Source: an optimization exercise on an open RTL-to-GDS flow (aim: small area and a short achievable clock period). Production flows keep margins and buffers that such runs may drop.
The RTL was checked by simulation tests, not by an equivalence proof against the original design.
No activity file was given, so power comes from the tool's default toggle rates.

## flow/design.v (module list and top-level ports; edited modules follow where they fit)
// module cmul: 1582 lines
// module fadd: 428 lines
// module conv3x3_fp32: 75 lines
module conv3x3_fp32(
    input         clk,
    input         resetn,
    input         valid_in,
    input  [31:0] data,
    input  [31:0] w1, w2, w3, w4, w5, w6, w7, w8, w9,
    output        valid_out,
    output [31:0] data_out
);
  // ...
==> flow/run.sh <==
#!/bin/bash
# synth_recipe.tcl (not shown) runs the flow's synth.tcl, then flattens the netlist and writes it again
# the make line also repeats each setting of config.mk as NAME=value (left out here)
make -C /OpenROAD-flow-scripts/flow DESIGN_CONFIG=/design/flow/config.mk WORK_HOME=/design/flow/orfs CLKGATE_MAP_FILE= SYNTH_SCRIPT=/design/flow/synth_recipe.tcl finish
==> flow/config.mk <==
export PLATFORM = sky130hd
export DESIGN_NAME = conv3x3_fp32
export DESIGN_NICKNAME = conv3x3_fp32
export VERILOG_FILES = /design/flow/design.v
export SDC_FILE = /design/flow/constraint.sdc
export NUM_CORES = 8
export LEC_CHECK = 0
export CAP_MARGIN = 30
export CORE_MARGIN = 2
export CORE_UTILIZATION = 55
export SETUP_SLACK_MARGIN = 4.8
export SLEW_MARGIN = 20
==> flow/constraint.sdc <==
create_clock -name core_clock -period 8.0 [get_ports {clk}]
set_input_delay 1.6000 -clock core_clock [delete_from_list [all_inputs] [get_ports {clk}]]
set_output_delay 1.6000 -clock core_clock [all_outputs]
set_load 0.01 [all_outputs]
==> run summary, run 1 <==
----------------------------------------------------
[Timing]
  Final count of negative-setup-slack endpoints ... 0
  Worst rel slew slack ... 25.5%
  Final count of pins violating max slew ... 0
  Hold_ws ... 290 ps
  Setup repair after global routing missed its margin ... true
  Hold violation count in the final report ... 0

[Status]
  Status ... complete, no violations

[Cells and area]
  Registers with the most flip-flops ... lb: 899 flops, p1d: 348 flops
  Cell area after layout ... 372000 um2
  Logic inverters ... 3052
  Multi-input gate share of the layout cell area ... 48.2%

[Clock tree]
  Cell at the root of the clock tree ... sky130_fd_sc_hd__clkbuf_16
  Clock tree from TritonCTS ... yes
  Inserted Clock Buffers ... 622
  Gates resized, CTS repair ... 3217
  Clk Latency, worst-skew pair ... 1130 ps
  # H-tree levels ... 6

[Floorplan]
  IO Pins ... 356
  Die extent in y ... 750 um
  Num rows ... 274

[Pwr]
  Sequential logic power ... 48600 uW
  Switching Power ... 73100 uW
  Share of power burned in combinational logic ... 55.8%
  Sequential fraction of design power ... 27.3%
  Power of the clock network ... 30200 uW

[Global routing]
  Number of global-route vias before repair ... 218000
  Highest-utilization routing layer at the global route stage ... met2

[Synth]
  Number of instances in the synthesized netlist ... 28100
  EDFF count, synth ... 899
  Share of synthesized area spent on multiplexers ... 3.79%

[Critical path]
  Worst setup EP type ... flip-flop
  Kind of cell with the highest combined delay on the critical path ... compound AO/OA/AOI/OAI gates
  Endpoint of the worst setup timing path ... u_m6.p[21]
  Required @ worst endpoint ... 8950 ps
  Worst path slowest cell ... sky130_fd_sc_hd__o311ai_4
  Delay of the slowest cell on the worst path ... 400 ps

[Placement]
  Post-Place Setup Slack ... 3210 ps

[Job]
  Max-capacitance violation count ... 0

[Worst hold path]
  HP Start ... u_m8.ps1

----------------------------------------------------
==> module fadd, before the edit <==
module fadd(input clk, input [31:0] a, input [31:0] b, output reg [31:0] y);
  wire [7:0] ea = a[30:23], eb = b[30:23];
  wire cmp_g0_0 = a[0] & ~b[0];
  wire cmp_p0_0 = a[0] ^ ~b[0];
  wire cmp_g0_1 = a[1] & ~b[1];
  wire cmp_p0_1 = a[1] ^ ~b[1];
  wire cmp_g0_2 = a[2] & ~b[2];
  wire cmp_p0_2 = a[2] ^ ~b[2];
  wire cmp_g0_3 = a[3] & ~b[3];
  wire cmp_p0_3 = a[3] ^ ~b[3];
  wire cmp_g0_4 = a[4] & ~b[4];
  wire cmp_p0_4 = a[4] ^ ~b[4];
  wire cmp_g0_5 = a[5] & ~b[5];
  wire cmp_p0_5 = a[5] ^ ~b[5];
  wire cmp_g0_6 = a[6] & ~b[6];
  wire cmp_p0_6 = a[6] ^ ~b[6];
  wire cmp_g0_7 = a[7] & ~b[7];
  wire cmp_p0_7 = a[7] ^ ~b[7];
  wire cmp_g0_8 = a[8] & ~b[8];
  wire cmp_p0_8 = a[8] ^ ~b[8];
  wire cmp_g0_9 = a[9] & ~b[9];
  wire cmp_p0_9 = a[9] ^ ~b[9];
  wire cmp_g0_10 = a[10] & ~b[10];
  wire cmp_p0_10 = a[10] ^ ~b[10];
  wire cmp_g0_11 = a[11] & ~b[11];
  wire cmp_p0_11 = a[11] ^ ~b[11];
  wire cmp_g0_12 = a[12] & ~b[12];
  wire cmp_p0_12 = a[12] ^ ~b[12];
  wire cmp_g0_13 = a[13] & ~b[13];
  wire cmp_p0_13 = a[13] ^ ~b[13];
  wire cmp_g0_14 = a[14] & ~b[14];
  wire cmp_p0_14 = a[14] ^ ~b[14];
  wire cmp_g0_15 = a[15] & ~b[15];
  wire cmp_p0_15 = a[15] ^ ~b[15];
  wire cmp_g0_16 = a[16] & ~b[16];
  wire cmp_p0_16 = a[16] ^ ~b[16];
  wire cmp_g0_17 = a[17] & ~b[17];
  wire cmp_p0_17 = a[17] ^ ~b[17];
  wire cmp_g0_18 = a[18] & ~b[18];
  wire cmp_p0_18 = a[18] ^ ~b[18];
  wire cmp_g0_19 = a[19] & ~b[19];
  wire cmp_p0_19 = a[19] ^ ~b[19];
  wire cmp_g0_20 = a[20] & ~b[20];
  wire cmp_p0_20 = a[20] ^ ~b[20];
  wire cmp_g0_21 = a[21] & ~b[21];
  wire cmp_p0_21 = a[21] ^ ~b[21];
  wire cmp_g0_22 = a[22] & ~b[22];
  wire cmp_p0_22 = a[22] ^ ~b[22];
  wire cmp_g0_23 = a[23] & ~b[23];
  wire cmp_p0_23 = a[23] ^ ~b[23];
  wire cmp_g0_24 = a[24] & ~b[24];
  wire cmp_p0_24 = a[24] ^ ~b[24];
  wire cmp_g0_25 = a[25] & ~b[25];
  wire cmp_p0_25 = a[25] ^ ~b[25];
  wire cmp_g0_26 = a[26] & ~b[26];
  wire cmp_p0_26 = a[26] ^ ~b[26];
  wire cmp_g0_27 = a[27] & ~b[27];
  wire cmp_p0_27 = a[27] ^ ~b[27];
  wire cmp_g0_28 = a[28] & ~b[28];
  wire cmp_p0_28 = a[28] ^ ~b[28];
  wire cmp_g0_29 = a[29] & ~b[29];
  wire cmp_p0_29 = a[29] ^ ~b[29];
  wire cmp_g0_30 = a[30] & ~b[30];
  wire cmp_p0_30 = a[30] ^ ~b[30];
  wire cmp_gc = cmp_g0_0 | (cmp_p0_0 & 1'b1);
  wire cmp_g1_1 = cmp_g0_1 | (cmp_p0_1 & cmp_gc);
  wire cmp_p1_1 = cmp_p0_1 & cmp_p0_0;
  wire cmp_g1_3 = cmp_g0_3 | (cmp_p0_3 & cmp_g0_2);
  wire cmp_p1_3 = cmp_p0_3 & cmp_p0_2;
  wire cmp_g1_5 = cmp_g0_5 | (cmp_p0_5 & cmp_g0_4);
  wire cmp_p1_5 = cmp_p0_5 & cmp_p0_4;
  wire cmp_g1_7 = cmp_g0_7 | (cmp_p0_7 & cmp_g0_6);
  wire cmp_p1_7 = cmp_p0_7 & cmp_p0_6;
  wire cmp_g1_9 = cmp_g0_9 | (cmp_p0_9 & cmp_g0_8);
  wire cmp_p1_9 = cmp_p0_9 & cmp_p0_8;
  wire cmp_g1_11 = cmp_g0_11 | (cmp_p0_11 & cmp_g0_10);
  wire cmp_p1_11 = cmp_p0_11 & cmp_p0_10;
  wire cmp_g1_13 = cmp_g0_13 | (cmp_p0_13 & cmp_g0_12);
  wire cmp_p1_13 = cmp_p0_13 & cmp_p0_12;
  wire cmp_g1_15 = cmp_g0_15 | (cmp_p0_15 & cmp_g0_14);
  wire cmp_p1_15 = cmp_p0_15 & cmp_p0_14;
  wire cmp_g1_17 = cmp_g0_17 | (cmp_p0_17 & cmp_g0_16);
  wire cmp_p1_17 = cmp_p0_17 & cmp_p0_16;
  wire cmp_g1_19 = cmp_g0_19 | (cmp_p0_19 & cmp_g0_18);
  wire cmp_p1_19 = cmp_p0_19 & cmp_p0_18;
  wire cmp_g1_21 = cmp_g0_21 | (cmp_p0_21 & cmp_g0_20);
  wire cmp_p1_21 = cmp_p0_21 & cmp_p0_20;
  wire cmp_g1_23 = cmp_g0_23 | (cmp_p0_23 & cmp_g0_22);
  wire cmp_p1_23 = cmp_p0_23 & cmp_p0_22;
  wire cmp_g1_25 = cmp_g0_25 | (cmp_p0_25 & cmp_g0_24);
  wire cmp_p1_25 = cmp_p0_25 & cmp_p0_24;
  wire cmp_g1_27 = cmp_g0_27 | (cmp_p0_27 & cmp_g0_26);
  wire cmp_p1_27 = cmp_p0_27 & cmp_p0_26;
  wire cmp_g1_29 = cmp_g0_29 | (cmp_p0_29 & cmp_g0_28);
  wire cmp_p1_29 = cmp_p0_29 & cmp_p0_28;
  wire cmp_g2_2 = cmp_g0_2 | (cmp_p0_2 & cmp_g1_1);
  wire cmp_p2_2 = cmp_p0_2 & cmp_p1_1;
  wire cmp_g2_3 = cmp_g1_3 | (cmp_p1_3 & cmp_g1_1);
  wire cmp_p2_3 = cmp_p1_3 & cmp_p1_1;
  wire cmp_g2_6 = cmp_g0_6 | (cmp_p0_6 & cmp_g1_5);
  wire cmp_p2_6 = cmp_p0_6 & cmp_p1_5;
  wire cmp_g2_7 = cmp_g1_7 | (cmp_p1_7 & cmp_g1_5);
  wire cmp_p2_7 = cmp_p1_7 & cmp_p1_5;
  wire cmp_g2_10 = cmp_g0_10 | (cmp_p0_10 & cmp_g1_9);
  wire cmp_p2_10 = cmp_p0_10 & cmp_p1_9;
  wire cmp_g2_11 = cmp_g1_11 | (cmp_p1_11 & cmp_g1_9);
  wire cmp_p2_11 = cmp_p1_11 & cmp_p1_9;
  wire cmp_g2_14 = cmp_g0_14 | (cmp_p0_14 & cmp_g1_13);
  wire cmp_p2_14 = cmp_p0_14 & cmp_p1_13;
  wire cmp_g2_15 = cmp_g1_15 | (cmp_p1_15 & cmp_g1_13);
  wire cmp_p2_15 = cmp_p1_15 & cmp_p1_13;
  wire cmp_g2_18 = cmp_g0_18 | (cmp_p0_18 & cmp_g1_17);
  wire cmp_p2_18 = cmp_p0_18 & cmp_p1_17;
  wire cmp_g2_19 = cmp_g1_19 | (cmp_p1_19 & cmp_g1_17);
  wire cmp_p2_19 = cmp_p1_19 & cmp_p1_17;
  wire cmp_g2_22 = cmp_g0_22 | (cmp_p0_22 & cmp_g1_21);
  wire cmp_p2_22 = cmp_p0_22 & cmp_p1_21;
  wire cmp_g2_23 = cmp_g1_23 | (cmp_p1_23 & cmp_g1_21);
  wire cmp_p2_23 = cmp_p1_23 & cmp_p1_21;
  wire cmp_g2_26 = cmp_g0_26 | (cmp_p0_26 & cmp_g1_25);
  wire cmp_p2_26 = cmp_p0_26 & cmp_p1_25;
  wire cmp_g2_27 = cmp_g1_27 | (cmp_p1_27 & cmp_g1_25);
  wire cmp_p2_27 = cmp_p1_27 & cmp_p1_25;
  wire cmp_g2_30 = cmp_g0_30 | (cmp_p0_30 & cmp_g1_29);
  wire cmp_p2_30 = cmp_p0_30 & cmp_p1_29;
  wire cmp_g3_4 = cmp_g0_4 | (cmp_p0_4 & cmp_g2_3);
  wire cmp_p3_4 = cmp_p0_4 & cmp_p2_3;
  wire cmp_g3_5 = cmp_g1_5 | (cmp_p1_5 & cmp_g2_3);
  wire cmp_p3_5 = cmp_p1_5 & cmp_p2_3;
  wire cmp_g3_6 = cmp_g2_6 | (cmp_p2_6 & cmp_g2_3);
  wire cmp_p3_6 = cmp_p2_6 & cmp_p2_3;
  wire cmp_g3_7 = cmp_g2_7 | (cmp_p2_7 & cmp_g2_3);
  wire cmp_p3_7 = cmp_p2_7 & cmp_p2_3;
  wire cmp_g3_12 = cmp_g0_12 | (cmp_p0_12 & cmp_g2_11);
  wire cmp_p3_12 = cmp_p0_12 & cmp_p2_11;
  wire cmp_g3_13 = cmp_g1_13 | (cmp_p1_13 & cmp_g2_11);
  wire cmp_p3_13 = cmp_p1_13 & cmp_p2_11;
  wire cmp_g3_14 = cmp_g2_14 | (cmp_p2_14 & cmp_g2_11);
  wire cmp_p3_14 = cmp_p2_14 & cmp_p2_11;
  wire cmp_g3_15 = cmp_g2_15 | (cmp_p2_15 & cmp_g2_11);
  wire cmp_p3_15 = cmp_p2_15 & cmp_p2_11;
  wire cmp_g3_20 = cmp_g0_20 | (cmp_p0_20 & cmp_g2_19);
  wire cmp_p3_20 = cmp_p0_20 & cmp_p2_19;
  wire cmp_g3_21 = cmp_g1_21 | (cmp_p1_21 & cmp_g2_19);
  wire cmp_p3_21 = cmp_p1_21 & cmp_p2_19;
  wire cmp_g3_22 = cmp_g2_22 | (cmp_p2_22 & cmp_g2_19);
  wire cmp_p3_22 = cmp_p2_22 & cmp_p2_19;
  wire cmp_g3_23 = cmp_g2_23 | (cmp_p2_23 & cmp_g2_19);
  wire cmp_p3_23 = cmp_p2_23 & cmp_p2_19;
  wire cmp_g3_28 = cmp_g0_28 | (cmp_p0_28 & cmp_g2_27);
  wire cmp_p3_28 = cmp_p0_28 & cmp_p2_27;
  wire cmp_g3_29 = cmp_g1_29 | (cmp_p1_29 & cmp_g2_27);
  wire cmp_p3_29 = cmp_p1_29 & cmp_p2_27;
  wire cmp_g3_30 = cmp_g2_30 | (cmp_p2_30 & cmp_g2_27);
  wire cmp_p3_30 = cmp_p2_30 & cmp_p2_27;
  wire cmp_g4_8 = cmp_g0_8 | (cmp_p0_8 & cmp_g3_7);
  wire cmp_p4_8 = cmp_p0_8 & cmp_p3_7;
  wire cmp_g4_9 = cmp_g1_9 | (cmp_p1_9 & cmp_g3_7);
  wire cmp_p4_9 = cmp_p1_9 & cmp_p3_7;
  wire cmp_g4_10 = cmp_g2_10 | (cmp_p2_10 & cmp_g3_7);
  wire cmp_p4_10 = cmp_p2_10 & cmp_p3_7;
  wire cmp_g4_11 = cmp_g2_11 | (cmp_p2_11 & cmp_g3_7);
  wire cmp_p4_11 = cmp_p2_11 & cmp_p3_7;
  wire cmp_g4_12 = cmp_g3_12 | (cmp_p3_12 & cmp_g3_7);
  wire cmp_p4_12 = cmp_p3_12 & cmp_p3_7;
  wire cmp_g4_13 = cmp_g3_13 | (cmp_p3_13 & cmp_g3_7);
  wire cmp_p4_13 = cmp_p3_13 & cmp_p3_7;
  wire cmp_g4_14 = cmp_g3_14 | (cmp_p3_14 & cmp_g3_7);
  wire cmp_p4_14 = cmp_p3_14 & cmp_p3_7;
  wire cmp_g4_15 = cmp_g3_15 | (cmp_p3_15 & cmp_g3_7);
  wire cmp_p4_15 = cmp_p3_15 & cmp_p3_7;
  wire cmp_g4_24 = cmp_g0_24 | (cmp_p0_24 & cmp_g3_23);
  wire cmp_p4_24 = cmp_p0_24 & cmp_p3_23;
  wire cmp_g4_25 = cmp_g1_25 | (cmp_p1_25 & cmp_g3_23);
  wire cmp_p4_25 = cmp_p1_25 & cmp_p3_23;
  wire cmp_g4_26 = cmp_g2_26 | (cmp_p2_26 & cmp_g3_23);
  wire cmp_p4_26 = cmp_p2_26 & cmp_p3_23;
  wire cmp_g4_27 = cmp_g2_27 | (cmp_p2_27 & cmp_g3_23);
  wire cmp_p4_27 = cmp_p2_27 & cmp_p3_23;
  wire cmp_g4_28 = cmp_g3_28 | (cmp_p3_28 & cmp_g3_23);
  wire cmp_p4_28 = cmp_p3_28 & cmp_p3_23;
  wire cmp_g4_29 = cmp_g3_29 | (cmp_p3_29 & cmp_g3_23);
  wire cmp_p4_29 = cmp_p3_29 & cmp_p3_23;
  wire cmp_g4_30 = cmp_g3_30 | (cmp_p3_30 & cmp_g3_23);
  wire cmp_p4_30 = cmp_p3_30 & cmp_p3_23;
  wire cmp_g5_16 = cmp_g0_16 | (cmp_p0_16 & cmp_g4_15);
  wire cmp_p5_16 = cmp_p0_16 & cmp_p4_15;
  wire cmp_g5_17 = cmp_g1_17 | (cmp_p1_17 & cmp_g4_15);
  wire cmp_p5_17 = cmp_p1_17 & cmp_p4_15;
  wire cmp_g5_18 = cmp_g2_18 | (cmp_p2_18 & cmp_g4_15);
  wire cmp_p5_18 = cmp_p2_18 & cmp_p4_15;
  wire cmp_g5_19 = cmp_g2_19 | (cmp_p2_19 & cmp_g4_15);
  wire cmp_p5_19 = cmp_p2_19 & cmp_p4_15;
  wire cmp_g5_20 = cmp_g3_20 | (cmp_p3_20 & cmp_g4_15);
  wire cmp_p5_20 = cmp_p3_20 & cmp_p4_15;
  wire cmp_g5_21 = cmp_g3_21 | (cmp_p3_21 & cmp_g4_15);
  wire cmp_p5_21 = cmp_p3_21 & cmp_p4_15;
  wire cmp_g5_22 = cmp_g3_22 | (cmp_p3_22 & cmp_g4_15);
  wire cmp_p5_22 = cmp_p3_22 & cmp_p4_15;
  wire cmp_g5_23 = cmp_g3_23 | (cmp_p3_23 & cmp_g4_15);
  wire cmp_p5_23 = cmp_p3_23 & cmp_p4_15;
  wire cmp_g5_24 = cmp_g4_24 | (cmp_p4_24 & cmp_g4_15);
  wire cmp_p5_24 = cmp_p4_24 & cmp_p4_15;
  wire cmp_g5_25 = cmp_g4_25 | (cmp_p4_25 & cmp_g4_15);
  wire cmp_p5_25 = cmp_p4_25 & cmp_p4_15;
  wire cmp_g5_26 = cmp_g4_26 | (cmp_p4_26 & cmp_g4_15);
  wire cmp_p5_26 = cmp_p4_26 & cmp_p4_15;
  wire cmp_g5_27 = cmp_g4_27 | (cmp_p4_27 & cmp_g4_15);
  wire cmp_p5_27 = cmp_p4_27 & cmp_p4_15;
  wire cmp_g5_28 = cmp_g4_28 | (cmp_p4_28 & cmp_g4_15);
  wire cmp_p5_28 = cmp_p4_28 & cmp_p4_15;
  wire cmp_g5_29 = cmp_g4_29 | (cmp_p4_29 & cmp_g4_15);
  wire cmp_p5_29 = cmp_p4_29 & cmp_p4_15;
  wire cmp_g5_30 = cmp_g4_30 | (cmp_p4_30 & cmp_g4_15);
  wire cmp_p5_30 = cmp_p4_30 & cmp_p4_15;
  wire agb = cmp_g5_30;
  wire [7:0] dab = ea - eb, dba = eb - ea;
  wire [7:0] d0 = agb ? dab : dba;
  wire [30:0] big0 = agb ? a[30:0] : b[30:0];
  wire [22:0] sm0 = agb ? b[22:0] : a[22:0];
  wire [7:0] es0 = agb ? eb : ea;
  wire kill0 = (d0 > 8'd23) | (es0 == 8'd0);
  wire sgn0 = agb ? a[31] : b[31];
  wire sub0 = a[31] ^ b[31];
  wire [23:0] msa0 = {1'b1, sm0};
  reg [22:0] mb1; reg [7:0] eb1; reg [23:0] ms1; reg [4:0] d1; reg kill1, sub1, sgn1;
  always @(posedge clk) begin
    mb1 <= big0[22:0]; eb1 <= big0[30:23]; ms1 <= msa0; d1 <= d0[4:0]; kill1 <= kill0; sub1 <= sub0; sgn1 <= sgn0;
  end
  wire [23:0] sh1 = kill1 ? 24'd0 : (ms1 >> d1);
  wire [24:0] bx1 = {1'b0, sh1} ^ {25{sub1}};
  wire [23:0] mh1 = {eb1 != 8'd0, mb1};
  reg [23:0] mhq; reg [24:0] bxq; reg [7:0] ebq; reg subq, sgnq;
  always @(posedge clk) begin mhq <= mh1; bxq <= bx1; ebq <= eb1; subq <= sub1; sgnq <= sgn1; end
  wire add_g0_0 = mhq[0] & bxq[0];
  wire add_p0_0 = mhq[0] ^ bxq[0];
  wire add_g0_1 = mhq[1] & bxq[1];
  wire add_p0_1 = mhq[1] ^ bxq[1];
  wire add_g0_2 = mhq[2] & bxq[2];
  wire add_p0_2 = mhq[2] ^ bxq[2];
  wire add_g0_3 = mhq[3] & bxq[3];
  wire add_p0_3 = mhq[3] ^ bxq[3];
  wire add_g0_4 = mhq[4] & bxq[4];
  wire add_p0_4 = mhq[4] ^ bxq[4];
  wire add_g0_5 = mhq[5] & bxq[5];
  wire add_p0_5 = mhq[5] ^ bxq[5];
  wire add_g0_6 = mhq[6] & bxq[6];
  wire add_p0_6 = mhq[6] ^ bxq[6];
  wire add_g0_7 = mhq[7] & bxq[7];
  wire add_p0_7 = mhq[7] ^ bxq[7];
  wire add_g0_8 = mhq[8] & bxq[8];
  wire add_p0_8 = mhq[8] ^ bxq[8];
  wire add_g0_9 = mhq[9] & bxq[9];
  wire add_p0_9 = mhq[9] ^ bxq[9];
  wire add_g0_10 = mhq[10] & bxq[10];
  wire add_p0_10 = mhq[10] ^ bxq[10];
  wire add_g0_11 = mhq[11] & bxq[11];
  wire add_p0_11 = mhq[11] ^ bxq[11];
  wire add_g0_12 = mhq[12] & bxq[12];
  wire add_p0_12 = mhq[12] ^ bxq[12];
  wire add_g0_13 = mhq[13] & bxq[13];
  wire add_p0_13 = mhq[13] ^ bxq[13];
  wire add_g0_14 = mhq[14] & bxq[14];
  wire add_p0_14 = mhq[14] ^ bxq[14];
  wire add_g0_15 = mhq[15] & bxq[15];
  wire add_p0_15 = mhq[15] ^ bxq[15];
  wire add_g0_16 = mhq[16] & bxq[16];
  wire add_p0_16 = mhq[16] ^ bxq[16];
  wire add_g0_17 = mhq[17] & bxq[17];
  wire add_p0_17 = mhq[17] ^ bxq[17];
  wire add_g0_18 = mhq[18] & bxq[18];
  wire add_p0_18 = mhq[18] ^ bxq[18];
  wire add_g0_19 = mhq[19] & bxq[19];
  wire add_p0_19 = mhq[19] ^ bxq[19];
  wire add_g0_20 = mhq[20] & bxq[20];
  wire add_p0_20 = mhq[20] ^ bxq[20];
  wire add_g0_21 = mhq[21] & bxq[21];
  wire add_p0_21 = mhq[21] ^ bxq[21];
  wire add_g0_22 = mhq[22] & bxq[22];
  wire add_p0_22 = mhq[22] ^ bxq[22];
  wire add_g0_23 = mhq[23] & bxq[23];
  wire add_p0_23 = mhq[23] ^ bxq[23];
  wire add_g0_24 = 1'b0 & bxq[24];
  wire add_p0_24 = 1'b0 ^ bxq[24];
  wire add_gc = add_g0_0 | (add_p0_0 & subq);
  wire add_g1_1 = add_g0_1 | (add_p0_1 & add_gc);
  wire add_p1_1 = add_p0_1 & add_p0_0;
  wire add_g1_3 = add_g0_3 | (add_p0_3 & add_g0_2);
  wire add_p1_3 = add_p0_3 & add_p0_2;
  wire add_g1_5 = add_g0_5 | (add_p0_5 & add_g0_4);
  wire add_p1_5 = add_p0_5 & add_p0_4;
  wire add_g1_7 = add_g0_7 | (add_p0_7 & add_g0_6);
  wire add_p1_7 = add_p0_7 & add_p0_6;
  wire add_g1_9 = add_g0_9 | (add_p0_9 & add_g0_8);
  wire add_p1_9 = add_p0_9 & add_p0_8;
  wire add_g1_11 = add_g0_11 | (add_p0_11 & add_g0_10);
  wire add_p1_11 = add_p0_11 & add_p0_10;
  wire add_g1_13 = add_g0_13 | (add_p0_13 & add_g0_12);
  wire add_p1_13 = add_p0_13 & add_p0_12;
  wire add_g1_15 = add_g0_15 | (add_p0_15 & add_g0_14);
  wire add_p1_15 = add_p0_15 & add_p0_14;
  wire add_g1_17 = add_g0_17 | (add_p0_17 & add_g0_16);
  wire add_p1_17 = add_p0_17 & add_p0_16;
  wire add_g1_19 = add_g0_19 | (add_p0_19 & add_g0_18);
  wire add_p1_19 = add_p0_19 & add_p0_18;
  wire add_g1_21 = add_g0_21 | (add_p0_21 & add_g0_20);
  wire add_p1_21 = add_p0_21 & add_p0_20;
  wire add_g1_23 = add_g0_23 | (add_p0_23 & add_g0_22);
  wire add_p1_23 = add_p0_23 & add_p0_22;
  wire add_g2_2 = add_g0_2 | (add_p0_2 & add_g1_1);
  wire add_p2_2 = add_p0_2 & add_p1_1;
  wire add_g2_3 = add_g1_3 | (add_p1_3 & add_g1_1);
  wire add_p2_3 = add_p1_3 & add_p1_1;
  wire add_g2_6 = add_g0_6 | (add_p0_6 & add_g1_5);
  wire add_p2_6 = add_p0_6 & add_p1_5;
  wire add_g2_7 = add_g1_7 | (add_p1_7 & add_g1_5);
  wire add_p2_7 = add_p1_7 & add_p1_5;
  wire add_g2_10 = add_g0_10 | (add_p0_10 & add_g1_9);
  wire add_p2_10 = add_p0_10 & add_p1_9;
  wire add_g2_11 = add_g1_11 | (add_p1_11 & add_g1_9);
  wire add_p2_11 = add_p1_11 & add_p1_9;
  wire add_g2_14 = add_g0_14 | (add_p0_14 & add_g1_13);
  wire add_p2_14 = add_p0_14 & add_p1_13;
  wire add_g2_15 = add_g1_15 | (add_p1_15 & add_g1_13);
  wire add_p2_15 = add_p1_15 & add_p1_13;
  wire add_g2_18 = add_g0_18 | (add_p0_18 & add_g1_17);
  wire add_p2_18 = add_p0_18 & add_p1_17;
  wire add_g2_19 = add_g1_19 | (add_p1_19 & add_g1_17);
  wire add_p2_19 = add_p1_19 & add_p1_17;
  wire add_g2_22 = add_g0_22 | (add_p0_22 & add_g1_21);
  wire add_p2_22 = add_p0_22 & add_p1_21;
  wire add_g2_23 = add_g1_23 | (add_p1_23 & add_g1_21);
  wire add_p2_23 = add_p1_23 & add_p1_21;
  wire add_g3_4 = add_g0_4 | (add_p0_4 & add_g2_3);
  wire add_p3_4 = add_p0_4 & add_p2_3;
  wire add_g3_5 = add_g1_5 | (add_p1_5 & add_g2_3);
  wire add_p3_5 = add_p1_5 & add_p2_3;
  wire add_g3_6 = add_g2_6 | (add_p2_6 & add_g2_3);
  wire add_p3_6 = add_p2_6 & add_p2_3;
  wire add_g3_7 = add_g2_7 | (add_p2_7 & add_g2_3);
  wire add_p3_7 = add_p2_7 & add_p2_3;
  wire add_g3_12 = add_g0_12 | (add_p0_12 & add_g2_11);
  wire add_p3_12 = add_p0_12 & add_p2_11;
  wire add_g3_13 = add_g1_13 | (add_p1_13 & add_g2_11);
  wire add_p3_13 = add_p1_13 & add_p2_11;
  wire add_g3_14 = add_g2_14 | (add_p2_14 & add_g2_11);
  wire add_p3_14 = add_p2_14 & add_p2_11;
  wire add_g3_15 = add_g2_15 | (add_p2_15 & add_g2_11);
  wire add_p3_15 = add_p2_15 & add_p2_11;
  wire add_g3_20 = add_g0_20 | (add_p0_20 & add_g2_19);
  wire add_p3_20 = add_p0_20 & add_p2_19;
  wire add_g3_21 = add_g1_21 | (add_p1_21 & add_g2_19);
  wire add_p3_21 = add_p1_21 & add_p2_19;
  wire add_g3_22 = add_g2_22 | (add_p2_22 & add_g2_19);
  wire add_p3_22 = add_p2_22 & add_p2_19;
  wire add_g3_23 = add_g2_23 | (add_p2_23 & add_g2_19);
  wire add_p3_23 = add_p2_23 & add_p2_19;
  wire add_g4_8 = add_g0_8 | (add_p0_8 & add_g3_7);
  wire add_p4_8 = add_p0_8 & add_p3_7;
  wire add_g4_9 = add_g1_9 | (add_p1_9 & add_g3_7);
  wire add_p4_9 = add_p1_9 & add_p3_7;
  wire add_g4_10 = add_g2_10 | (add_p2_10 & add_g3_7);
  wire add_p4_10 = add_p2_10 & add_p3_7;
  wire add_g4_11 = add_g2_11 | (add_p2_11 & add_g3_7);
  wire add_p4_11 = add_p2_11 & add_p3_7;
  wire add_g4_12 = add_g3_12 | (add_p3_12 & add_g3_7);
  wire add_p4_12 = add_p3_12 & add_p3_7;
  wire add_g4_13 = add_g3_13 | (add_p3_13 & add_g3_7);
  wire add_p4_13 = add_p3_13 & add_p3_7;
  wire add_g4_14 = add_g3_14 | (add_p3_14 & add_g3_7);
  wire add_p4_14 = add_p3_14 & add_p3_7;
  wire add_g4_15 = add_g3_15 | (add_p3_15 & add_g3_7);
  wire add_p4_15 = add_p3_15 & add_p3_7;
  wire add_g4_24 = add_g0_24 | (add_p0_24 & add_g3_23);
  wire add_p4_24 = add_p0_24 & add_p3_23;
  wire add_g5_16 = add_g0_16 | (add_p0_16 & add_g4_15);
  wire add_p5_16 = add_p0_16 & add_p4_15;
  wire add_g5_17 = add_g1_17 | (add_p1_17 & add_g4_15);
  wire add_p5_17 = add_p1_17 & add_p4_15;
  wire add_g5_18 = add_g2_18 | (add_p2_18 & add_g4_15);
  wire add_p5_18 = add_p2_18 & add_p4_15;
  wire add_g5_19 = add_g2_19 | (add_p2_19 & add_g4_15);
  wire add_p5_19 = add_p2_19 & add_p4_15;
  wire add_g5_20 = add_g3_20 | (add_p3_20 & add_g4_15);
  wire add_p5_20 = add_p3_20 & add_p4_15;
  wire add_g5_21 = add_g3_21 | (add_p3_21 & add_g4_15);
  wire add_p5_21 = add_p3_21 & add_p4_15;
  wire add_g5_22 = add_g3_22 | (add_p3_22 & add_g4_15);
  wire add_p5_22 = add_p3_22 & add_p4_15;
  wire add_g5_23 = add_g3_23 | (add_p3_23 & add_g4_15);
  wire add_p5_23 = add_p3_23 & add_p4_15;
  wire add_g5_24 = add_g4_24 | (add_p4_24 & add_g4_15);
  wire add_p5_24 = add_p4_24 & add_p4_15;
  wire add_s0 = add_p0_0 ^ subq;
  wire add_s1 = add_p0_1 ^ add_gc;
  wire add_s2 = add_p0_2 ^ add_g1_1;
  wire add_s3 = add_p0_3 ^ add_g2_2;
  wire add_s4 = add_p0_4 ^ add_g2_3;
  wire add_s5 = add_p0_5 ^ add_g3_4;
  wire add_s6 = add_p0_6 ^ add_g3_5;
  wire add_s7 = add_p0_7 ^ add_g3_6;
  wire add_s8 = add_p0_8 ^ add_g3_7;
  wire add_s9 = add_p0_9 ^ add_g4_8;
  wire add_s10 = add_p0_10 ^ add_g4_9;
  wire add_s11 = add_p0_11 ^ add_g4_10;
  wire add_s12 = add_p0_12 ^ add_g4_11;
  wire add_s13 = add_p0_13 ^ add_g4_12;
  wire add_s14 = add_p0_14 ^ add_g4_13;
  wire add_s15 = add_p0_15 ^ add_g4_14;
  wire add_s16 = add_p0_16 ^ add_g4_15;
  wire add_s17 = add_p0_17 ^ add_g5_16;
  wire add_s18 = add_p0_18 ^ add_g5_17;
  wire add_s19 = add_p0_19 ^ add_g5_18;
  wire add_s20 = add_p0_20 ^ add_g5_19;
  wire add_s21 = add_p0_21 ^ add_g5_20;
  wire add_s22 = add_p0_22 ^ add_g5_21;
  wire add_s23 = add_p0_23 ^ add_g5_22;
  wire add_s24 = add_p0_24 ^ add_g5_23;
  wire [24:0] r1 = {add_s24, add_s23, add_s22, add_s21, add_s20, add_s19, add_s18, add_s17, add_s16, add_s15, add_s14, add_s13, add_s12, add_s11, add_s10, add_s9, add_s8, add_s7, add_s6, add_s5, add_s4, add_s3, add_s2, add_s1, add_s0};
  reg [24:0] r2; reg [7:0] eb2; reg sgn2;
  always @(posedge clk) begin r2 <= r1; eb2 <= ebq; sgn2 <= sgnq; end
  reg [4:0] lz2; integer i;
  always @* begin lz2 = 5'd0; for (i = 0; i < 24; i = i + 1) if (r2[i]) lz2 = 5'd23 - i[4:0]; end
  wire z2 = (r2 == 25'd0);
  wire [23:0] nl = r2[23:0] << lz2;
  wire [31:0] yn = r2[24] ? {sgn2, eb2 + 8'd1, r2[23:1]} : z2 ? 32'd0 : {sgn2, eb2 - {3'b0, lz2}, nl[22:0]};
  always @(posedge clk) y <= yn;
endmodule
==> module conv3x3_fp32, before the edit <==
module conv3x3_fp32(
    input         clk,
    input         resetn,
    input         valid_in,
    input  [31:0] data,
    input  [31:0] w1, w2, w3, w4, w5, w6, w7, w8, w9,
    output        valid_out,
    output [31:0] data_out
);
  reg [3:0] col, row;
  always @(posedge clk or negedge resetn) begin
    if (!resetn) begin col <= 4'd0; row <= 4'd0; end
    else if (valid_in) begin
      if (col == 4'd13) begin col <= 4'd0; row <= (row == 4'd13) ? 4'd0 : row + 4'd1; end
      else col <= col + 4'd1;
    end
  end
  wire win = valid_in & (row >= 4'd2) & (col >= 4'd2);
  reg [19:0] vp;
  always @(posedge clk or negedge resetn) begin
    if (!resetn) vp <= 20'd0;
    else vp <= {vp[18:0], win};
  end
  assign valid_out = vp[19];
  wire [4:0] de = (data[30:23] == 8'd0) ? 5'd0 : data[27:23] + 5'd17;
  wire [28:0] din = {data[31], de, data[22:0]};
  reg [28:0] lb [1:31];
  integer k;
  always @(posedge clk) if (valid_in) begin
    lb[1] <= din;
    for (k = 2; k <= 31; k = k + 1) lb[k] <= lb[k-1];
  end
  reg [22:0] wm1; always @(posedge clk) wm1 <= w1[22:0];
  reg [22:0] wm2; always @(posedge clk) wm2 <= w2[22:0];
  reg [22:0] wm3; always @(posedge clk) wm3 <= w3[22:0];
  reg [22:0] wm4; always @(posedge clk) wm4 <= w4[22:0];
  reg [22:0] wm5; always @(posedge clk) wm5 <= w5[22:0];
  reg [22:0] wm6; always @(posedge clk) wm6 <= w6[22:0];
  reg [22:0] wm7; always @(posedge clk) wm7 <= w7[22:0];
  reg [22:0] wm8; always @(posedge clk) wm8 <= w8[22:0];
  reg [22:0] wm9; always @(posedge clk) wm9 <= w9[22:0];
  reg [28:0] p1d [1:12];
  always @(posedge clk) begin
    p1d[1] <= lb[31];
    for (k = 2; k <= 12; k = k + 1) p1d[k] <= p1d[k-1];
  end
  wire [31:0] P1;
  cmul u_m1(.clk(clk), .xm(p1d[12][22:0]), .xe(p1d[12][27:23]), .xs(p1d[12][28]), .wm(wm1), .we(w1[30:23]), .ws(w1[31]), .p(P1));
  wire [31:0] P2;
  cmul u_m2(.clk(clk), .xm(lb[30][22:0]), .xe(lb[30][27:23]), .xs(lb[30][28]), .wm(wm2), .we(w2[30:23]), .ws(w2[31]), .p(P2));
  wire [31:0] P3;
  cmul u_m3(.clk(clk), .xm(lb[29][22:0]), .xe(lb[29][27:23]), .xs(lb[29][28]), .wm(wm3), .we(w3[30:23]), .ws(w3[31]), .p(P3));
  wire [31:0] P4;
  cmul u_m4(.clk(clk), .xm(lb[17][22:0]), .xe(lb[17][27:23]), .xs(lb[17][28]), .wm(wm4), .we(w4[30:23]), .ws(w4[31]), .p(P4));
  wire [31:0] P5;
  cmul u_m5(.clk(clk), .xm(lb[16][22:0]), .xe(lb[16][27:23]), .xs(lb[16][28]), .wm(wm5), .we(w5[30:23]), .ws(w5[31]), .p(P5));
  wire [31:0] P6;
  cmul u_m6(.clk(clk), .xm(lb[15][22:0]), .xe(lb[15][27:23]), .xs(lb[15][28]), .wm(wm6), .we(w6[30:23]), .ws(w6[31]), .p(P6));
  wire [31:0] P7;
  cmul u_m7(.clk(clk), .xm(lb[3][22:0]), .xe(lb[3][27:23]), .xs(lb[3][28]), .wm(wm7), .we(w7[30:23]), .ws(w7[31]), .p(P7));
  wire [31:0] P8;
  cmul u_m8(.clk(clk), .xm(lb[2][22:0]), .xe(lb[2][27:23]), .xs(lb[2][28]), .wm(wm8), .we(w8[30:23]), .ws(w8[31]), .p(P8));
  wire [31:0] P9;
  cmul u_m9(.clk(clk), .xm(lb[1][22:0]), .xe(lb[1][27:23]), .xs(lb[1][28]), .wm(wm9), .we(w9[30:23]), .ws(w9[31]), .p(P9));
  wire [31:0] s98, s76, s54, s32, s9876, s5432, s8, y;
  fadd a0(.clk(clk), .a(P9), .b(P8), .y(s98));
  fadd a1(.clk(clk), .a(P7), .b(P6), .y(s76));
  fadd a2(.clk(clk), .a(P5), .b(P4), .y(s54));
  fadd a3(.clk(clk), .a(P3), .b(P2), .y(s32));
  fadd a4(.clk(clk), .a(s98), .b(s76), .y(s9876));
  fadd a5(.clk(clk), .a(s54), .b(s32), .y(s5432));
  fadd a6(.clk(clk), .a(s5432), .b(s9876), .y(s8));
  fadd a7(.clk(clk), .a(s8), .b(P1), .y(y));
  assign data_out = y;
endmodule
==> run 2, diff against run 1 <==
--- a/flow/design.v
+++ b/flow/design.v
@@ -1572,17 +1572,19 @@
   wire hs_s18 = hs_p0_18 ^ (hs_g5_17 | (hs_p5_17 & t2_lc));
   wire hs_s19 = hs_p0_19 ^ (hs_g5_18 | (hs_p5_18 & t2_lc));
   wire hs_s20 = hs_p0_20 ^ (hs_g5_19 | (hs_p5_19 & t2_lc));
   wire hs_s21 = hs_p0_21 ^ (hs_g5_20 | (hs_p5_20 & t2_lc));
   wire hs_s22 = hs_p0_22 ^ (hs_g5_21 | (hs_p5_21 & t2_lc));
   wire hs_s23 = hs_p0_23 ^ (hs_g5_22 | (hs_p5_22 & t2_lc));
   wire hs_s24 = hs_p0_24 ^ (hs_g5_23 | (hs_p5_23 & t2_lc));
   wire [24:0] hs = {hs_s24, hs_s23, hs_s22, hs_s21, hs_s20, hs_s19, hs_s18, hs_s17, hs_s16, hs_s15, hs_s14, hs_s13, hs_s12, hs_s11, hs_s10, hs_s9, hs_s8, hs_s7, hs_s6, hs_s5, hs_s4, hs_s3, hs_s2, hs_s1, hs_s0};
-  wire [31:0] pn = pz2 ? 32'd0 : hs[24] ? {ps2, pe2 + 8'd1, hs[23:1]} : {ps2, pe2, hs[22:0]};
+  reg [24:0] hq; reg pz3, ps3; reg [7:0] pe3;
+  always @(posedge clk) begin hq <= hs; pz3 <= pz2; ps3 <= ps2; pe3 <= pe2; end
+  wire [31:0] pn = pz3 ? 32'd0 : hq[24] ? {ps3, pe3 + 8'd1, hq[23:1]} : {ps3, pe3, hq[22:0]};
   always @(posedge clk) p <= pn;
 endmodule
 module fadd(input clk, input [31:0] a, input [31:0] b, output reg [31:0] y);
   wire [7:0] ea = a[30:23], eb = b[30:23];
   wire cmp_g0_0 = a[0] & ~b[0];
   wire cmp_p0_0 = a[0] ^ ~b[0];
   wire cmp_g0_1 = a[1] & ~b[1];
   wire cmp_p0_1 = a[1] ^ ~b[1];
@@ -1796,213 +1798,165 @@
   wire cmp_g5_30 = cmp_g4_30 | (cmp_p4_30 & cmp_g4_15);
   wire cmp_p5_30 = cmp_p4_30 & cmp_p4_15;
   wire agb = cmp_g5_30;
   wire [7:0] dab = ea - eb, dba = eb - ea;
   wire [7:0] d0 = agb ? dab : dba;
   wire [30:0] big0 = agb ? a[30:0] : b[30:0];
   wire [22:0] sm0 = agb ? b[22:0] : a[22:0];
   wire [7:0] es0 = agb ? eb : ea;
-  wire kill0 = (d0 > 8'd23) | (es0 == 8'd0);
+  wire kab = (dab > 8'd23) | (eb == 8'd0), kba = (dba > 8'd23) | (ea == 8'd0);
+  wire kill0 = agb ? kab : kba;
   wire sgn0 = agb ? a[31] : b[31];
   wire sub0 = a[31] ^ b[31];
   wire [23:0] msa0 = {1'b1, sm0};
   reg [22:0] mb1; reg [7:0] eb1; reg [23:0] ms1; reg [4:0] d1; reg kill1, sub1, sgn1;
   always @(posedge clk) begin
     mb1 <= big0[22:0]; eb1 <= big0[30:23]; ms1 <= msa0; d1 <= d0[4:0]; kill1 <= kill0; sub1 <= sub0; sgn1 <= sgn0;
   end
   wire [23:0] sh1 = kill1 ? 24'd0 : (ms1 >> d1);
   wire [24:0] bx1 = {1'b0, sh1} ^ {25{sub1}};
   wire [23:0] mh1 = {eb1 != 8'd0, mb1};
-  reg [23:0] mhq; reg [24:0] bxq; reg [7:0] ebq; reg subq, sgnq;
-  always @(posedge clk) begin mhq <= mh1; bxq <= bx1; ebq <= eb1; subq <= sub1; sgnq <= sgn1; end
-  wire add_g0_0 = mhq[0] & bxq[0];
-  wire add_p0_0 = mhq[0] ^ bxq[0];
-  wire add_g0_1 = mhq[1] & bxq[1];
-  wire add_p0_1 = mhq[1] ^ bxq[1];
-  wire add_g0_2 = mhq[2] & bxq[2];
-  wire add_p0_2 = mhq[2] ^ bxq[2];
-  wire add_g0_3 = mhq[3] & bxq[3];
-  wire add_p0_3 = mhq[3] ^ bxq[3];
-  wire add_g0_4 = mhq[4] & bxq[4];
-  wire add_p0_4 = mhq[4] ^ bxq[4];
-  wire add_g0_5 = mhq[5] & bxq[5];
-  wire add_p0_5 = mhq[5] ^ bxq[5];
-  wire add_g0_6 = mhq[6] & bxq[6];
-  wire add_p0_6 = mhq[6] ^ bxq[6];
-  wire add_g0_7 = mhq[7] & bxq[7];
-  wire add_p0_7 = mhq[7] ^ bxq[7];
-  wire add_g0_8 = mhq[8] & bxq[8];
-  wire add_p0_8 = mhq[8] ^ bxq[8];
-  wire add_g0_9 = mhq[9] & bxq[9];
-  wire add_p0_9 = mhq[9] ^ bxq[9];
-  wire add_g0_10 = mhq[10] & bxq[10];
-  wire add_p0_10 = mhq[10] ^ bxq[10];
-  wire add_g0_11 = mhq[11] & bxq[11];
-  wire add_p0_11 = mhq[11] ^ bxq[11];
-  wire add_g0_12 = mhq[12] & bxq[12];
-  wire add_p0_12 = mhq[12] ^ bxq[12];
-  wire add_g0_13 = mhq[13] & bxq[13];
-  wire add_p0_13 = mhq[13] ^ bxq[13];
-  wire add_g0_14 = mhq[14] & bxq[14];
-  wire add_p0_14 = mhq[14] ^ bxq[14];
-  wire add_g0_15 = mhq[15] & bxq[15];
-  wire add_p0_15 = mhq[15] ^ bxq[15];
-  wire add_g0_16 = mhq[16] & bxq[16];
-  wire add_p0_16 = mhq[16] ^ bxq[16];
-  wire add_g0_17 = mhq[17] & bxq[17];
-  wire add_p0_17 = mhq[17] ^ bxq[17];
-  wire add_g0_18 = mhq[18] & bxq[18];
-  wire add_p0_18 = mhq[18] ^ bxq[18];
-  wire add_g0_19 = mhq[19] & bxq[19];
-  wire add_p0_19 = mhq[19] ^ bxq[19];
-  wire add_g0_20 = mhq[20] & bxq[20];
-  wire add_p0_20 = mhq[20] ^ bxq[20];
-  wire add_g0_21 = mhq[21] & bxq[21];
-  wire add_p0_21 = mhq[21] ^ bxq[21];
-  wire add_g0_22 = mhq[22] & bxq[22];
-  wire add_p0_22 = mhq[22] ^ bxq[22];
-  wire add_g0_23 = mhq[23] & bxq[23];
-  wire add_p0_23 = mhq[23] ^ bxq[23];
-  wire add_g0_24 = 1'b0 & bxq[24];
-  wire add_p0_24 = 1'b0 ^ bxq[24];
-  wire add_gc = add_g0_0 | (add_p0_0 & subq);
-  wire add_g1_1 = add_g0_1 | (add_p0_1 & add_gc);
-  wire add_p1_1 = add_p0_1 & add_p0_0;
-  wire add_g1_3 = add_g0_3 | (add_p0_3 & add_g0_2);
-  wire add_p1_3 = add_p0_3 & add_p0_2;
-  wire add_g1_5 = add_g0_5 | (add_p0_5 & add_g0_4);
-  wire add_p1_5 = add_p0_5 & add_p0_4;
-  wire add_g1_7 = add_g0_7 | (add_p0_7 & add_g0_6);
-  wire add_p1_7 = add_p0_7 & add_p0_6;
-  wire add_g1_9 = add_g0_9 | (add_p0_9 & add_g0_8);
-  wire add_p1_9 = add_p0_9 & add_p0_8;
-  wire add_g1_11 = add_g0_11 | (add_p0_11 & add_g0_10);
-  wire add_p1_11 = add_p0_11 & add_p0_10;
-  wire add_g1_13 = add_g0_13 | (add_p0_13 & add_g0_12);
-  wire add_p1_13 = add_p0_13 & add_p0_12;
-  wire add_g1_15 = add_g0_15 | (add_p0_15 & add_g0_14);
-  wire add_p1_15 = add_p0_15 & add_p0_14;
-  wire add_g1_17 = add_g0_17 | (add_p0_17 & add_g0_16);
-  wire add_p1_17 = add_p0_17 & add_p0_16;
-  wire add_g1_19 = add_g0_19 | (add_p0_19 & add_g0_18);
-  wire add_p1_19 = add_p0_19 & add_p0_18;
-  wire add_g1_21 = add_g0_21 | (add_p0_21 & add_g0_20);
-  wire add_p1_21 = add_p0_21 & add_p0_20;
-  wire add_g1_23 = add_g0_23 | (add_p0_23 & add_g0_22);
-  wire add_p1_23 = add_p0_23 & add_p0_22;
-  wire add_g2_2 = add_g0_2 | (add_p0_2 & add_g1_1);
-  wire add_p2_2 = add_p0_2 & add_p1_1;
+  wire [24:0] gb1 = {1'b0, mh1} & bx1, pb1 = {1'b0, mh1} ^ bx1;
+  reg [24:0] gq, pq; reg [7:0] ebq; reg subq, sgnq;
+  always @(posedge clk) begin gq <= gb1; pq <= pb1; ebq <= eb1; subq <= sub1; sgnq <= sgn1; end
+  wire add_gc = gq[0] | (pq[0] & subq);
+  wire add_g1_1 = gq[1] | (pq[1] & add_gc);
+  wire add_p1_1 = pq[1] & pq[0];
+  wire add_g1_3 = gq[3] | (pq[3] & gq[2]);
+  wire add_p1_3 = pq[3] & pq[2];
+  wire add_g1_5 = gq[5] | (pq[5] & gq[4]);
+  wire add_p1_5 = pq[5] & pq[4];
+  wire add_g1_7 = gq[7] | (pq[7] & gq[6]);
+  wire add_p1_7 = pq[7] & pq[6];
+  wire add_g1_9 = gq[9] | (pq[9] & gq[8]);
+  wire add_p1_9 = pq[9] & pq[8];
+  wire add_g1_11 = gq[11] | (pq[11] & gq[10]);
+  wire add_p1_11 = pq[11] & pq[10];
+  wire add_g1_13 = gq[13] | (pq[13] & gq[12]);
+  wire add_p1_13 = pq[13] & pq[12];
+  wire add_g1_15 = gq[15] | (pq[15] & gq[14]);
+  wire add_p1_15 = pq[15] & pq[14];
+  wire add_g1_17 = gq[17] | (pq[17] & gq[16]);
+  wire add_p1_17 = pq[17] & pq[16];
+  wire add_g1_19 = gq[19] | (pq[19] & gq[18]);
+  wire add_p1_19 = pq[19] & pq[18];
+  wire add_g1_21 = gq[21] | (pq[21] & gq[20]);
+  wire add_p1_21 = pq[21] & pq[20];
+  wire add_g1_23 = gq[23] | (pq[23] & gq[22]);
+  wire add_p1_23 = pq[23] & pq[22];
+  wire add_g2_2 = gq[2] | (pq[2] & add_g1_1);
+  wire add_p2_2 = pq[2] & add_p1_1;
   wire add_g2_3 = add_g1_3 | (add_p1_3 & add_g1_1);
   wire add_p2_3 = add_p1_3 & add_p1_1;
-  wire add_g2_6 = add_g0_6 | (add_p0_6 & add_g1_5);
-  wire add_p2_6 = add_p0_6 & add_p1_5;
+  wire add_g2_6 = gq[6] | (pq[6] & add_g1_5);
+  wire add_p2_6 = pq[6] & add_p1_5;
   wire add_g2_7 = add_g1_7 | (add_p1_7 & add_g1_5);
   wire add_p2_7 = add_p1_7 & add_p1_5;
-  wire add_g2_10 = add_g0_10 | (add_p0_10 & add_g1_9);
-  wire add_p2_10 = add_p0_10 & add_p1_9;
+  wire add_g2_10 = gq[10] | (pq[10] & add_g1_9);
+  wire add_p2_10 = pq[10] & add_p1_9;
   wire add_g2_11 = add_g1_11 | (add_p1_11 & add_g1_9);
   wire add_p2_11 = add_p1_11 & add_p1_9;
-  wire add_g2_14 = add_g0_14 | (add_p0_14 & add_g1_13);
-  wire add_p2_14 = add_p0_14 & add_p1_13;
+  wire add_g2_14 = gq[14] | (pq[14] & add_g1_13);
+  wire add_p2_14 = pq[14] & add_p1_13;
   wire add_g2_15 = add_g1_15 | (add_p1_15 & add_g1_13);
   wire add_p2_15 = add_p1_15 & add_p1_13;
-  wire add_g2_18 = add_g0_18 | (add_p0_18 & add_g1_17);
-  wire add_p2_18 = add_p0_18 & add_p1_17;
+  wire add_g2_18 = gq[18] | (pq[18] & add_g1_17);
+  wire add_p2_18 = pq[18] & add_p1_17;
   wire add_g2_19 = add_g1_19 | (add_p1_19 & add_g1_17);
   wire add_p2_19 = add_p1_19 & add_p1_17;
-  wire add_g2_22 = add_g0_22 | (add_p0_22 & add_g1_21);
-  wire add_p2_22 = add_p0_22 & add_p1_21;
+  wire add_g2_22 = gq[22] | (pq[22] & add_g1_21);
+  wire add_p2_22 = pq[22] & add_p1_21;
   wire add_g2_23 = add_g1_23 | (add_p1_23 & add_g1_21);
   wire add_p2_23 = add_p1_23 & add_p1_21;
-  wire add_g3_4 = add_g0_4 | (add_p0_4 & add_g2_3);
-  wire add_p3_4 = add_p0_4 & add_p2_3;
+  wire add_g3_4 = gq[4] | (pq[4] & add_g2_3);
+  wire add_p3_4 = pq[4] & add_p2_3;
   wire add_g3_5 = add_g1_5 | (add_p1_5 & add_g2_3);
   wire add_p3_5 = add_p1_5 & add_p2_3;
   wire add_g3_6 = add_g2_6 | (add_p2_6 & add_g2_3);
   wire add_p3_6 = add_p2_6 & add_p2_3;
   wire add_g3_7 = add_g2_7 | (add_p2_7 & add_g2_3);
   wire add_p3_7 = add_p2_7 & add_p2_3;
-  wire add_g3_12 = add_g0_12 | (add_p0_12 & add_g2_11);
-  wire add_p3_12 = add_p0_12 & add_p2_11;
+  wire add_g3_12 = gq[12] | (pq[12] & add_g2_11);
+  wire add_p3_12 = pq[12] & add_p2_11;
   wire add_g3_13 = add_g1_13 | (add_p1_13 & add_g2_11);
   wire add_p3_13 = add_p1_13 & add_p2_11;
   wire add_g3_14 = add_g2_14 | (add_p2_14 & add_g2_11);
   wire add_p3_14 = add_p2_14 & add_p2_11;
   wire add_g3_15 = add_g2_15 | (add_p2_15 & add_g2_11);
   wire add_p3_15 = add_p2_15 & add_p2_11;
-  wire add_g3_20 = add_g0_20 | (add_p0_20 & add_g2_19);
-  wire add_p3_20 = add_p0_20 & add_p2_19;
+  wire add_g3_20 = gq[20] | (pq[20] & add_g2_19);
+  wire add_p3_20 = pq[20] & add_p2_19;
   wire add_g3_21 = add_g1_21 | (add_p1_21 & add_g2_19);
   wire add_p3_21 = add_p1_21 & add_p2_19;
   wire add_g3_22 = add_g2_22 | (add_p2_22 & add_g2_19);
   wire add_p3_22 = add_p2_22 & add_p2_19;
   wire add_g3_23 = add_g2_23 | (add_p2_23 & add_g2_19);
   wire add_p3_23 = add_p2_23 & add_p2_19;
-  wire add_g4_8 = add_g0_8 | (add_p0_8 & add_g3_7);
-  wire add_p4_8 = add_p0_8 & add_p3_7;
+  wire add_g4_8 = gq[8] | (pq[8] & add_g3_7);
+  wire add_p4_8 = pq[8] & add_p3_7;
   wire add_g4_9 = add_g1_9 | (add_p1_9 & add_g3_7);
   wire add_p4_9 = add_p1_9 & add_p3_7;
   wire add_g4_10 = add_g2_10 | (add_p2_10 & add_g3_7);
   wire add_p4_10 = add_p2_10 & add_p3_7;
   wire add_g4_11 = add_g2_11 | (add_p2_11 & add_g3_7);
   wire add_p4_11 = add_p2_11 & add_p3_7;
   wire add_g4_12 = add_g3_12 | (add_p3_12 & add_g3_7);
   wire add_p4_12 = add_p3_12 & add_p3_7;
   wire add_g4_13 = add_g3_13 | (add_p3_13 & add_g3_7);
   wire add_p4_13 = add_p3_13 & add_p3_7;
   wire add_g4_14 = add_g3_14 | (add_p3_14 & add_g3_7);
   wire add_p4_14 = add_p3_14 & add_p3_7;
   wire add_g4_15 = add_g3_15 | (add_p3_15 & add_g3_7);
   wire add_p4_15 = add_p3_15 & add_p3_7;
-  wire add_g4_24 = add_g0_24 | (add_p0_24 & add_g3_23);
-  wire add_p4_24 = add_p0_24 & add_p3_23;
-  wire add_g5_16 = add_g0_16 | (add_p0_16 & add_g4_15);
-  wire add_p5_16 = add_p0_16 & add_p4_15;
+  wire add_g4_24 = gq[24] | (pq[24] & add_g3_23);
+  wire add_p4_24 = pq[24] & add_p3_23;
+  wire add_g5_16 = gq[16] | (pq[16] & add_g4_15);
+  wire add_p5_16 = pq[16] & add_p4_15;
   wire add_g5_17 = add_g1_17 | (add_p1_17 & add_g4_15);
   wire add_p5_17 = add_p1_17 & add_p4_15;
   wire add_g5_18 = add_g2_18 | (add_p2_18 & add_g4_15);
   wire add_p5_18 = add_p2_18 & add_p4_15;
   wire add_g5_19 = add_g2_19 | (add_p2_19 & add_g4_15);
   wire add_p5_19 = add_p2_19 & add_p4_15;
   wire add_g5_20 = add_g3_20 | (add_p3_20 & add_g4_15);
   wire add_p5_20 = add_p3_20 & add_p4_15;
   wire add_g5_21 = add_g3_21 | (add_p3_21 & add_g4_15);
   wire add_p5_21 = add_p3_21 & add_p4_15;
   wire add_g5_22 = add_g3_22 | (add_p3_22 & add_g4_15);
   wire add_p5_22 = add_p3_22 & add_p4_15;
   wire add_g5_23 = add_g3_23 | (add_p3_23 & add_g4_15);
   wire add_p5_23 = add_p3_23 & add_p4_15;
   wire add_g5_24 = add_g4_24 | (add_p4_24 & add_g4_15);
   wire add_p5_24 = add_p4_24 & add_p4_15;
-  wire add_s0 = add_p0_0 ^ subq;
-  wire add_s1 = add_p0_1 ^ add_gc;
-  wire add_s2 = add_p0_2 ^ add_g1_1;
-  wire add_s3 = add_p0_3 ^ add_g2_2;
-  wire add_s4 = add_p0_4 ^ add_g2_3;
-  wire add_s5 = add_p0_5 ^ add_g3_4;
-  wire add_s6 = add_p0_6 ^ add_g3_5;
-  wire add_s7 = add_p0_7 ^ add_g3_6;
-  wire add_s8 = add_p0_8 ^ add_g3_7;
-  wire add_s9 = add_p0_9 ^ add_g4_8;
-  wire add_s10 = add_p0_10 ^ add_g4_9;
-  wire add_s11 = add_p0_11 ^ add_g4_10;
-  wire add_s12 = add_p0_12 ^ add_g4_11;
-  wire add_s13 = add_p0_13 ^ add_g4_12;
-  wire add_s14 = add_p0_14 ^ add_g4_13;
-  wire add_s15 = add_p0_15 ^ add_g4_14;
-  wire add_s16 = add_p0_16 ^ add_g4_15;
-  wire add_s17 = add_p0_17 ^ add_g5_16;
-  wire add_s18 = add_p0_18 ^ add_g5_17;
-  wire add_s19 = add_p0_19 ^ add_g5_18;
-  wire add_s20 = add_p0_20 ^ add_g5_19;
-  wire add_s21 = add_p0_21 ^ add_g5_20;
-  wire add_s22 = add_p0_22 ^ add_g5_21;
-  wire add_s23 = add_p0_23 ^ add_g5_22;
-  wire add_s24 = add_p0_24 ^ add_g5_23;
+  wire add_s0 = pq[0] ^ subq;
+  wire add_s1 = pq[1] ^ add_gc;
+  wire add_s2 = pq[2] ^ add_g1_1;
+  wire add_s3 = pq[3] ^ add_g2_2;
+  wire add_s4 = pq[4] ^ add_g2_3;
+  wire add_s5 = pq[5] ^ add_g3_4;
+  wire add_s6 = pq[6] ^ add_g3_5;
+  wire add_s7 = pq[7] ^ add_g3_6;
+  wire add_s8 = pq[8] ^ add_g3_7;
+  wire add_s9 = pq[9] ^ add_g4_8;
+  wire add_s10 = pq[10] ^ add_g4_9;
+  wire add_s11 = pq[11] ^ add_g4_10;
+  wire add_s12 = pq[12] ^ add_g4_11;
+  wire add_s13 = pq[13] ^ add_g4_12;
+  wire add_s14 = pq[14] ^ add_g4_13;
+  wire add_s15 = pq[15] ^ add_g4_14;
+  wire add_s16 = pq[16] ^ add_g4_15;
+  wire add_s17 = pq[17] ^ add_g5_16;
+  wire add_s18 = pq[18] ^ add_g5_17;
+  wire add_s19 = pq[19] ^ add_g5_18;
+  wire add_s20 = pq[20] ^ add_g5_19;
+  wire add_s21 = pq[21] ^ add_g5_20;
+  wire add_s22 = pq[22] ^ add_g5_21;
+  wire add_s23 = pq[23] ^ add_g5_22;
+  wire add_s24 = pq[24] ^ add_g5_23;
   wire [24:0] r1 = {add_s24, add_s23, add_s22, add_s21, add_s20, add_s19, add_s18, add_s17, add_s16, add_s15, add_s14, add_s13, add_s12, add_s11, add_s10, add_s9, add_s8, add_s7, add_s6, add_s5, add_s4, add_s3, add_s2, add_s1, add_s0};
   reg [24:0] r2; reg [7:0] eb2; reg sgn2;
   always @(posedge clk) begin r2 <= r1; eb2 <= ebq; sgn2 <= sgnq; end
   reg [4:0] lz2; integer i;
   always @* begin lz2 = 5'd0; for (i = 0; i < 24; i = i + 1) if (r2[i]) lz2 = 5'd23 - i[4:0]; end
   wire z2 = (r2 == 25'd0);
   wire [23:0] nl = r2[23:0] << lz2;
   wire [31:0] yn = r2[24] ? {sgn2, eb2 + 8'd1, r2[23:1]} : z2 ? 32'd0 : {sgn2, eb2 - {3'b0, lz2}, nl[22:0]};
@@ -2021,39 +1975,39 @@
   always @(posedge clk or negedge resetn) begin
     if (!resetn) begin col <= 4'd0; row <= 4'd0; end
     else if (valid_in) begin
       if (col == 4'd13) begin col <= 4'd0; row <= (row == 4'd13) ? 4'd0 : row + 4'd1; end
       else col <= col + 4'd1;
     end
   end
   wire win = valid_in & (row >= 4'd2) & (col >= 4'd2);
-  reg [19:0] vp;
+  reg [20:0] vp;
   always @(posedge clk or negedge resetn) begin
-    if (!resetn) vp <= 20'd0;
-    else vp <= {vp[18:0], win};
+    if (!resetn) vp <= 21'd0;
+    else vp <= {vp[19:0], win};
   end
-  assign valid_out = vp[19];
+  assign valid_out = vp[20];
   wire [4:0] de = (data[30:23] == 8'd0) ? 5'd0 : data[27:23] + 5'd17;
   wire [28:0] din = {data[31], de, data[22:0]};
   reg [28:0] lb [1:31];
   integer k;
   always @(posedge clk) if (valid_in) begin
     lb[1] <= din;
     for (k = 2; k <= 31; k = k + 1) lb[k] <= lb[k-1];
   end
-  reg [22:0] wm1; always @(posedge clk) wm1 <= w1[22:0];
-  reg [22:0] wm2; always @(posedge clk) wm2 <= w2[22:0];
-  reg [22:0] wm3; always @(posedge clk) wm3 <= w3[22:0];
-  reg [22:0] wm4; always @(posedge clk) wm4 <= w4[22:0];
-  reg [22:0] wm5; always @(posedge clk) wm5 <= w5[22:0];
-  reg [22:0] wm6; always @(posedge clk) wm6 <= w6[22:0];
-  reg [22:0] wm7; always @(posedge clk) wm7 <= w7[22:0];
-  reg [22:0] wm8; always @(posedge clk) wm8 <= w8[22:0];
-  reg [22:0] wm9; always @(posedge clk) wm9 <= w9[22:0];
+  wire [22:0] wm1 = w1[22:0];
+  wire [22:0] wm2 = w2[22:0];
+  wire [22:0] wm3 = w3[22:0];
+  wire [22:0] wm4 = w4[22:0];
+  wire [22:0] wm5 = w5[22:0];
+  wire [22:0] wm6 = w6[22:0];
+  wire [22:0] wm7 = w7[22:0];
+  wire [22:0] wm8 = w8[22:0];
+  wire [22:0] wm9 = w9[22:0];
   reg [28:0] p1d [1:12];
   always @(posedge clk) begin
     p1d[1] <= lb[31];
     for (k = 2; k <= 12; k = k + 1) p1d[k] <= p1d[k-1];
   end
   wire [31:0] P1;
   cmul u_m1(.clk(clk), .xm(p1d[12][22:0]), .xe(p1d[12][27:23]), .xs(p1d[12][28]), .wm(wm1), .we(w1[30:23]), .ws(w1[31]), .p(P1));
   wire [31:0] P2;
==> flow/config.mk (replaced) <==
export PLATFORM = sky130hd
export DESIGN_NAME = conv3x3_fp32
export DESIGN_NICKNAME = conv3x3_fp32
export VERILOG_FILES = /design/flow/design.v
export SDC_FILE = /design/flow/constraint.sdc
export NUM_CORES = 8
export LEC_CHECK = 0
export CAP_MARGIN = 30
export CORE_MARGIN = 2
export CORE_UTILIZATION = 55
export SETUP_SLACK_MARGIN = 4.6
export SLEW_MARGIN = 20
==> run summary, run 2 <==
----------------------------------------------------
[Floorplan]
  Num rows ... 274 (unchanged)
  IO Pins ... 356 (unchanged)
  Die extent in y ... 750 um (about the same)

[Timing]
  Hold violation count in the final report ... 0 (unchanged)
  Setup repair after global routing missed its margin ... true (unchanged)
  Worst rel slew slack ... 24.4% (was 25.5%)
  Clock tree skew after final layout ... 38.6 ps (was 72.5 ps)
  Final count of negative-setup-slack endpoints ... 0 (unchanged)
  Hold_ws ... 298 ps (was 290 ps)
  Final count of pins violating max slew ... 0 (unchanged)

[Critical path]
  Worst setup EP type ... flip-flop (unchanged)
  Delay of the slowest cell on the worst path ... 430 ps (was 400 ps)
  Required @ worst endpoint ... 8960 ps (was 8950 ps)
  Cells traversed along the worst timing path ... buf_12 > inv_8 > or3_4 > o21ai_4 > buf_12 > buf_16 > a22oi_2 > xnor2_2 > fa_1 > inv_1 > fa_1 > inv_1 > fa_1 > inv_2 > fa_1 (was ha_4 > nand4_1 > nor3_2 > a221oi_2 > nand3_2 > o311ai_4 > o211ai_1 > a211oi_2 > buf_4 > a211oi_4 > o211ai_1 > and3_4 > buf_12 > buf_6 > nand2_1 > a21oi_4)
  Worst path slowest cell ... sky130_fd_sc_hd__fa_1 (was sky130_fd_sc_hd__o311ai_4)
  Kind of cell with the highest combined delay on the critical path ... adder cells (was compound AO/OA/AOI/OAI gates)

[Routing]
  DRC marker count from the first detailed-route iteration ... 16100 (was 17500)

[Status]
  Status ... complete, no violations (unchanged)

[Clock tree]
  Clock tree from TritonCTS ... yes (unchanged)
  # H-tree levels ... 6 (unchanged)
  Inserted Clock Buffers ... 633 (was 622)
  CTS Buffer Depth ... 4 (unchanged)
  Clk Latency, worst-skew pair ... 1100 ps (was 1130 ps)
  Number of hold buffers added after cts ... 0 (unchanged)
  Cell at the root of the clock tree ... sky130_fd_sc_hd__clkbuf_16 (unchanged)

[Job]
  Max-capacitance violation count ... 0 (unchanged)

[Worst hold path]
  HP Start ... p1d[8][16] (was u_m8.ps1)

[Synth]
  Number of instances in the synthesized netlist ... 27900 (was 28100)
  Ys async rst share ... 0.493% (was 0.485%)
  Mean Syn Cell Area ... 11.0 um2 (was 10.9 um2)
  EDFF count, synth ... 899 (unchanged)

[Global routing]
  Pin count of the biggest net entering global routing ... 197 (was 198)
  Number of global-route vias before repair ... 215000 (was 218000)

[Cells and area]
  Registers with the most flip-flops ... lb: 899 flops, p1d: 348 flops (unchanged)

----------------------------------------------------
[run 2: cells by family (layout without fill, tap and decap cells)]
| group | after synthesis | after routing | share of synthesized area (%) |
|---|---|---|---|
| other | 0 | 21 | 0 |
| AO/OA/AOI/OAI | 5131 | 5187 | 11.4 |
| flip-flops | 5878 | 5878 | 41.4 |
| AND/OR/NAND/NOR | 3547 | 3552 | 5.28 |
| multiplexers | 1159 | 1159 | 4.26 |
| adder cells (fa/ha/maj) | 3938 | 3938 | 21.8 |
| XOR/XNOR | 3457 | 3457 | 9.88 |
| buffers and inverters | 4823 | 5816 | 6.00 |
[run 2: stage by stage]
step                      worst slack (ps)  cells  utilization [%]  instance area, um2
after detailed placement              2140  34300             58.7              326000
after global placement                2150  34200             58.4              325000
after floorplan                       3510  27900                -              322000
final                                 4260  36500             66.1              367000
after global routing                  4290  36500             66.1              367000
after CTS                             4390  36100             64.8              361000
[run 2: final timing paths]
| check | to | slack, ps | depth (start not counted) |
|---|---|---|---|
| max | u_m5.t2_hb[14] | 4260 | 15 |
| min | p1d[9][16] | 300 | 0 |
| max reg2reg | a6.y[21] | 4590 | 15 |
| min reg2reg | p1d[9][16] | 300 | 0 |
| max in group asynchronous | row[1] | 6820 | 2 |
| min in group asynchronous | vp[13] | 880 | 2 |
[run 2: timing repair]
item                       in CTS  in global routing
setup endpoints to repair    1846                902
pin swaps                     890                974
gates cloned                  113                 15
setup buffers                 593                259
resized for setup            1693               1028
[run 2: cell type report]
class,instances,area [um2]
antenna,21,52.6
clock buffer,850,17700
clock inverter,308,3890
fill,42300,189000
inverter,2979,12000
multi-input combinational,17300,178000
sequential,5878,127000
tap,7452,9320
timing repair buffer,1663,19400
timing repair inverter,16,150
[run 2: report_power, final]
group	switching [uW]	internal [uW]
Sequential	7940	42000
Clock	12600	17400
Combinational	43700	35100
[run 2: layer usage]
metal,GRT usage [%],share of wire [%],up-vias
met1,39.7,41,103000
met4,12.5,4.5,10
met5,0,0.0069,-
li1,-,-,94700
met2,50.9,47,7695
met3,5.09,6.8,2002

[re-timing with driven ports]
No port has a modelled driver above. Below, the same layouts with a new extraction and two added sets of constraints.
Step 1 sets driving cells, clkbuf_16 on the clock port and buf_2 on the other inputs (assumed; they add their load-dependent delay and slew).
Step 2 times the ports against the registers' clock, not the clock port: input delays grow and output delays shrink by t, the midpoint of the rising clock arrivals with the driver on.
Three values: no drivers, after step 1, after step 2; two values: the first two.
run | t (ns) | setup slack, ns | latest minus earliest clock arrival (ns) | worst slew at a driven data input, ns
run 1 | 1.220 | 4.061 / 4.061 / 3.827 | 0.078 / 0.079 | 0.20
run 2 | 1.225 | 4.259 / 4.152 / 2.926 | 0.051 / 0.051 | 0.31
After both steps every run listed still meets setup and hold. For run 2, which loses most, drivers alone change the setup slack by -0.107 ns; drivers and shift together by -1.333 ns.
